This is an optimization exercise on Yosys and OpenROAD, whose aim is small area, a short achievable clock period and few clock cycles per item, not a production implementation. In this exercise RTL edits were held to simulation tests only and were not proved equivalent to the original.

Setup of run 1:
==> flow/design.v <==
module cmpsub #(parameter W=32) (input [W-1:0] a, input [W-1:0] b, output [W-1:0] d, output c);
wire [W-1:0] p = a ^ ~b;
wire [W-1:0] g0 = a & ~b;
wire G_0_0 = g0[0] | p[0];
wire ng1 = g0[1] | (p[1] & G_0_0);
wire ng2 = g0[3] | (p[3] & g0[2]);
wire np2 = p[3] & p[2];
wire ng3 = g0[5] | (p[5] & g0[4]);
wire np3 = p[5] & p[4];
wire ng4 = g0[7] | (p[7] & g0[6]);
wire np4 = p[7] & p[6];
wire ng5 = g0[9] | (p[9] & g0[8]);
wire np5 = p[9] & p[8];
wire ng6 = g0[11] | (p[11] & g0[10]);
wire np6 = p[11] & p[10];
wire ng7 = g0[13] | (p[13] & g0[12]);
wire np7 = p[13] & p[12];
wire ng8 = g0[15] | (p[15] & g0[14]);
wire np8 = p[15] & p[14];
wire ng9 = g0[17] | (p[17] & g0[16]);
wire np9 = p[17] & p[16];
wire ng10 = g0[19] | (p[19] & g0[18]);
wire np10 = p[19] & p[18];
wire ng11 = g0[21] | (p[21] & g0[20]);
wire np11 = p[21] & p[20];
wire ng12 = g0[23] | (p[23] & g0[22]);
wire np12 = p[23] & p[22];
wire ng13 = g0[25] | (p[25] & g0[24]);
wire np13 = p[25] & p[24];
wire ng14 = g0[27] | (p[27] & g0[26]);
wire np14 = p[27] & p[26];
wire ng15 = g0[29] | (p[29] & g0[28]);
wire np15 = p[29] & p[28];
wire ng16 = g0[31] | (p[31] & g0[30]);
wire np16 = p[31] & p[30];
wire ng17 = ng2 | (np2 & ng1);
wire ng18 = ng4 | (np4 & ng3);
wire np18 = np4 & np3;
wire ng19 = ng6 | (np6 & ng5);
wire np19 = np6 & np5;
wire ng20 = ng8 | (np8 & ng7);
wire np20 = np8 & np7;
wire ng21 = ng10 | (np10 & ng9);
wire np21 = np10 & np9;
wire ng22 = ng12 | (np12 & ng11);
wire np22 = np12 & np11;
wire ng23 = ng14 | (np14 & ng13);
wire np23 = np14 & np13;
wire ng24 = ng16 | (np16 & ng15);
wire np24 = np16 & np15;
wire ng25 = ng18 | (np18 & ng17);
wire ng26 = ng20 | (np20 & ng19);
wire np26 = np20 & np19;
wire ng27 = ng22 | (np22 & ng21);
wire np27 = np22 & np21;
wire ng28 = ng24 | (np24 & ng23);
wire np28 = np24 & np23;
wire ng29 = ng26 | (np26 & ng25);
wire ng30 = ng28 | (np28 & ng27);
wire np30 = np28 & np27;
wire ng31 = ng30 | (np30 & ng29);
wire ng32 = ng27 | (np27 & ng29);
wire ng33 = ng19 | (np19 & ng25);
wire ng34 = ng21 | (np21 & ng29);
wire ng35 = ng23 | (np23 & ng32);
wire ng36 = ng3 | (np3 & ng17);
wire ng37 = ng5 | (np5 & ng25);
wire ng38 = ng7 | (np7 & ng33);
wire ng39 = ng9 | (np9 & ng29);
wire ng40 = ng11 | (np11 & ng34);
wire ng41 = ng13 | (np13 & ng32);
wire ng42 = ng15 | (np15 & ng35);
wire ng43 = g0[2] | (p[2] & ng1);
wire ng44 = g0[4] | (p[4] & ng17);
wire ng45 = g0[6] | (p[6] & ng36);
wire ng46 = g0[8] | (p[8] & ng25);
wire ng47 = g0[10] | (p[10] & ng37);
wire ng48 = g0[12] | (p[12] & ng33);
wire ng49 = g0[14] | (p[14] & ng38);
wire ng50 = g0[16] | (p[16] & ng29);
wire ng51 = g0[18] | (p[18] & ng39);
wire ng52 = g0[20] | (p[20] & ng34);
wire ng53 = g0[22] | (p[22] & ng40);
wire ng54 = g0[24] | (p[24] & ng32);
wire ng55 = g0[26] | (p[26] & ng41);
wire ng56 = g0[28] | (p[28] & ng35);
wire ng57 = g0[30] | (p[30] & ng42);
assign d[0] = ~p[0];
assign d[1] = p[1] ^ G_0_0;
assign d[2] = p[2] ^ ng1;
assign d[3] = p[3] ^ ng43;
assign d[4] = p[4] ^ ng17;
assign d[5] = p[5] ^ ng44;
assign d[6] = p[6] ^ ng36;
assign d[7] = p[7] ^ ng45;
assign d[8] = p[8] ^ ng25;
assign d[9] = p[9] ^ ng46;
assign d[10] = p[10] ^ ng37;
assign d[11] = p[11] ^ ng47;
assign d[12] = p[12] ^ ng33;
assign d[13] = p[13] ^ ng48;
assign d[14] = p[14] ^ ng38;
assign d[15] = p[15] ^ ng49;
assign d[16] = p[16] ^ ng29;
assign d[17] = p[17] ^ ng50;
assign d[18] = p[18] ^ ng39;
assign d[19] = p[19] ^ ng51;
assign d[20] = p[20] ^ ng34;
assign d[21] = p[21] ^ ng52;
assign d[22] = p[22] ^ ng40;
assign d[23] = p[23] ^ ng53;
assign d[24] = p[24] ^ ng32;
assign d[25] = p[25] ^ ng54;
assign d[26] = p[26] ^ ng41;
assign d[27] = p[27] ^ ng55;
assign d[28] = p[28] ^ ng35;
assign d[29] = p[29] ^ ng56;
assign d[30] = p[30] ^ ng42;
assign d[31] = p[31] ^ ng57;
assign c = ng31;
endmodule
module vector_divider #(
    parameter RAM_SIZE = 10,
    parameter N = 5,
    parameter NBITS = 32
)(
    input clock,
    input reset,
    output [RAM_SIZE-1:0] Addr,
    output [NBITS-1:0] Wdata,
    input [NBITS-1:0] Rdata,
    input [RAM_SIZE-1:0] Ndata,
    output Wenable,
    input startvd,
    output reg busyvd
);
localparam RX = 4;            
localparam XW = 32 + RX;      
localparam [3:0] IDLE = 4'b1000,
                 P1   = 4'b1001,    
                 P2   = 4'b1010,    
                 E    = 4'b1011,    
                 C1   = 4'b0000,    
                 C2   = 4'b1100,    
                 W1   = 4'b1101,    
                 D1   = 4'b0100,    
                 W2   = 4'b0101;    
reg [3:0] state, nstate;
reg first;
reg [8:0] h;
reg [31:0] R, Q;
reg [XW-1:0] X;
reg [5:0] j;
wire [31:0] diff;
wire nb;
cmpsub #(.W(32)) u_sub (.a(R), .b(X[31:0]), .d(diff), .c(nb));
wire ge = nb & ~|X[XW-1:32];
wire ph1 = (state == D1) | (state == P1);
wire shl = ge & ~j[5];                  
wire [8:0] h1 = h + 9'd1;
wire last = (h1 == Ndata[8:0]);         
wire done2 = (j == 6'd0);
wire alo = state[3];
wire we = state[2];
assign Addr = {we ? h : h1, alo};
assign Wdata = alo ? R : Q;
assign Wenable = we & ~first;
always @(*) begin
    nstate = state;
    case (state)
        IDLE: if (startvd) nstate = C1;
        C1:   nstate = C2;
        C2:   nstate = D1;
        D1:   nstate = shl ? P1 : E;
        P1:   if (!shl) nstate = P2;
        P2:   if (done2) nstate = last ? W1 : C1;
        E:    nstate = last ? W1 : C1;
        W1:   nstate = W2;
        W2:   nstate = IDLE;
        default: nstate = IDLE;
    endcase
end
always @(posedge clock) begin
    if (reset) begin
        state <= IDLE;
        h <= 9'h1ff;
        first <= 1'b0;
        busyvd <= 1'b0;
    end else begin
        state <= nstate;
        busyvd <= (nstate != IDLE);
        if (state == IDLE && startvd)
            first <= 1'b1;
        if (state == D1) begin
            h <= h1;
            first <= 1'b0;
        end
        if (state == W2)
            h <= 9'h1ff;
    end
end
always @(posedge clock) begin
    if (state == C1)
        X <= {{RX-1{1'b0}}, Rdata, 1'b0};
    else if (ph1 && shl)
        X <= {X[XW-1-RX:0], {RX{1'b0}}};
    else
        X <= {1'b0, X[XW-1:1]};
    if (state == C2)
        R <= Rdata;
    else if (state == P2 && ge)
        R <= diff;
    if (state == D1)
        Q <= 32'd0;
    else if (state == P2)
        Q <= {Q[30:0], ge};
    if (state == C1)
        j <= 6'd1;
    else if (ph1 && shl)
        j <= j + RX;
    else
        j <= j - 6'd1;
end
endmodule
==> flow/config.mk <==
export PLATFORM = sky130hd
export DESIGN_NAME = vector_divider
export DESIGN_NICKNAME = vector_divider
export VERILOG_FILES = /design/flow/design.v
export SDC_FILE = /design/flow/constraint.sdc
export NUM_CORES = 4
export LEC_CHECK = 0
export CAP_MARGIN = 20
export CORE_MARGIN = 2
export CORE_UTILIZATION = 40
export SETUP_SLACK_MARGIN = 1.4
export SLEW_MARGIN = 20
==> flow/constraint.sdc <==
create_clock -name core_clock -period 4.5 [get_ports {clock}]
set_input_delay 0.9000 -clock core_clock [delete_from_list [all_inputs] [get_ports {clock}]]
set_output_delay 0.9000 -clock core_clock [all_outputs]
set_load 0.01 [all_outputs]
standard.sh (not shown) runs the stock make flow with config.mk's settings and CLKGATE_MAP_FILE= SYNTH_SCRIPT=/design/flow/synth_recipe.tcl, a recipe that flattens the netlist after the stock synthesis.
==> flow/flow/run.sh <==
#!/bin/bash
cd "$(dirname "$0")/.."
export BUFFER_PORTS_ARGS="-buffer_cell sky130_fd_sc_hd__buf_1"
export CTS_ARGS="-sink_clustering_enable -repair_clock_nets -buf_list sky130_fd_sc_hd__clkbuf_8 -dont_use_dummy_load"
export REMOVE_ABC_BUFFERS=1
bash standard.sh > standard_run.log 2>&1
Run 1 finished every stage and its layout cleared the timing, DRC and antenna checks.
Testbench counts of run 1, summed over its fixed seeds: cycles 7,930, items 700.
Input changes introduced in run 2 (baseline for comparison: run 1):
- swapping 40 for 50 in CORE_UTILIZATION
- swapping 1.4 for 1.3 in SETUP_SLACK_MARGIN
==> flow/flow/run.sh <==
#!/bin/bash
cd "$(dirname "$0")/.."
export BUFFER_PORTS_ARGS="-buffer_cell sky130_fd_sc_hd__buf_1"
export CTS_ARGS="-sink_clustering_enable -repair_clock_nets -buf_list sky130_fd_sc_hd__clkbuf_8 -dont_use_dummy_load"
bash standard.sh > standard_run.log 2>&1
### Flow results
Status: area taken by flip-flops and latches parity (run 2, run 1). Summary of the comparison: largest net degree at the start of global routing is higher in run 2, relative to run 1. Diff run 1..run 2 | cell depth of the worst hold path | negligible. | wire length | higher: run 1 |. Run 2 against run 1: post-route worst hold slack went up, overall routing resource usage went up, final setup slack of the worst path went down. Between run 2 and run 1, it is run 2 whose width of the die is lower, by about 10%.
Input changes introduced in run 3 (baseline for comparison: run 2):
- swapping 50 for 40 in CORE_UTILIZATION
- swapping 20 for 0 in CAP_MARGIN
- swapping 20 for 0 in SLEW_MARGIN
From run 2 to run 3 the numbers moved as follows: number of hold-slack violations in the final timing report now sits at about the same level, number of enable flip-flop cells after synthesis now sits at about the same level, wire length of the first global-routing pass now sits higher.
Run 3: full flow OK, the timing, DRC and antenna checks passed
On post-layout instance area, run 2 and run 3 are basically level.
Here is what was changed in the inputs of run 4 compared with run 3.
- setting PLACE_DENSITY to 0.8 for the first time
- changing SLEW_MARGIN from 0 to 20
- changing CAP_MARGIN from 0 to 20
[summary]
- Compared to run 3, the routing of run 4 uses less wire.
- Cell area after layout essentially unchanged between run 4 and run 3.
- Cmp run 3 and run 4 / detailed placer's ending HPWL / lower: run 4
- Re die height: no difference whatsoever between run 4 and run 3.
- Critical path depth was lower in the run labelled run 3.
- Run 4 vs run 3, final period demand of the worst path went up by 0.0098 ns.
- The end point of the critical path comes out R[20] in one run and R[21] in the other, namely in run 3 and run 4 respectively.
- Area of the multi-input gates: run 4 vs run 3 up 23 µm²
- The met3 track demand over resource in run 4 sits 0.93 points above the value recorded for run 3.

afterwards: timing with drivers on the ports:
How much do the figures lean on ideal ports? The routed layouts below were timed once more, with nothing changed but the port constraints.
Step 1 assumes that a clkbuf_16 drives the clock port and a buf_2 every other input.
Step 2 moves the port delays by t, midway between the first and last clock arrival at a register: inputs arrive t later, outputs are due t later. That takes back most of the time a late clock gives input paths.
Three values: ideal, step 1, step 2; two values: the first two.
| run | shift t [ns] | setup WS [ns] | hold slack, ns | worst setup path at the end | clock arrival spread, ns |
|---|---|---|---|---|---|
| run 1 | 0.474 | 1.418 / 1.418 / 1.418 | 0.446 / 0.446 / 0.446 | register to register | 0.020 / 0.019 |
| run 2 | 0.471 | 1.386 / 1.386 / 1.386 | 0.450 / 0.450 / 0.450 | register to register | 0.010 / 0.010 |
| run 3 | 0.469 | 1.399 / 1.399 / 1.399 | 0.432 / 0.432 / 0.432 | register to register | 0.025 / 0.024 |
| run 4 | 0.467 | 1.389 / 1.389 / 1.389 | 0.451 / 0.451 / 0.451 | register to register | 0.027 / 0.027 |
After both steps setup and hold are still met in every run listed.
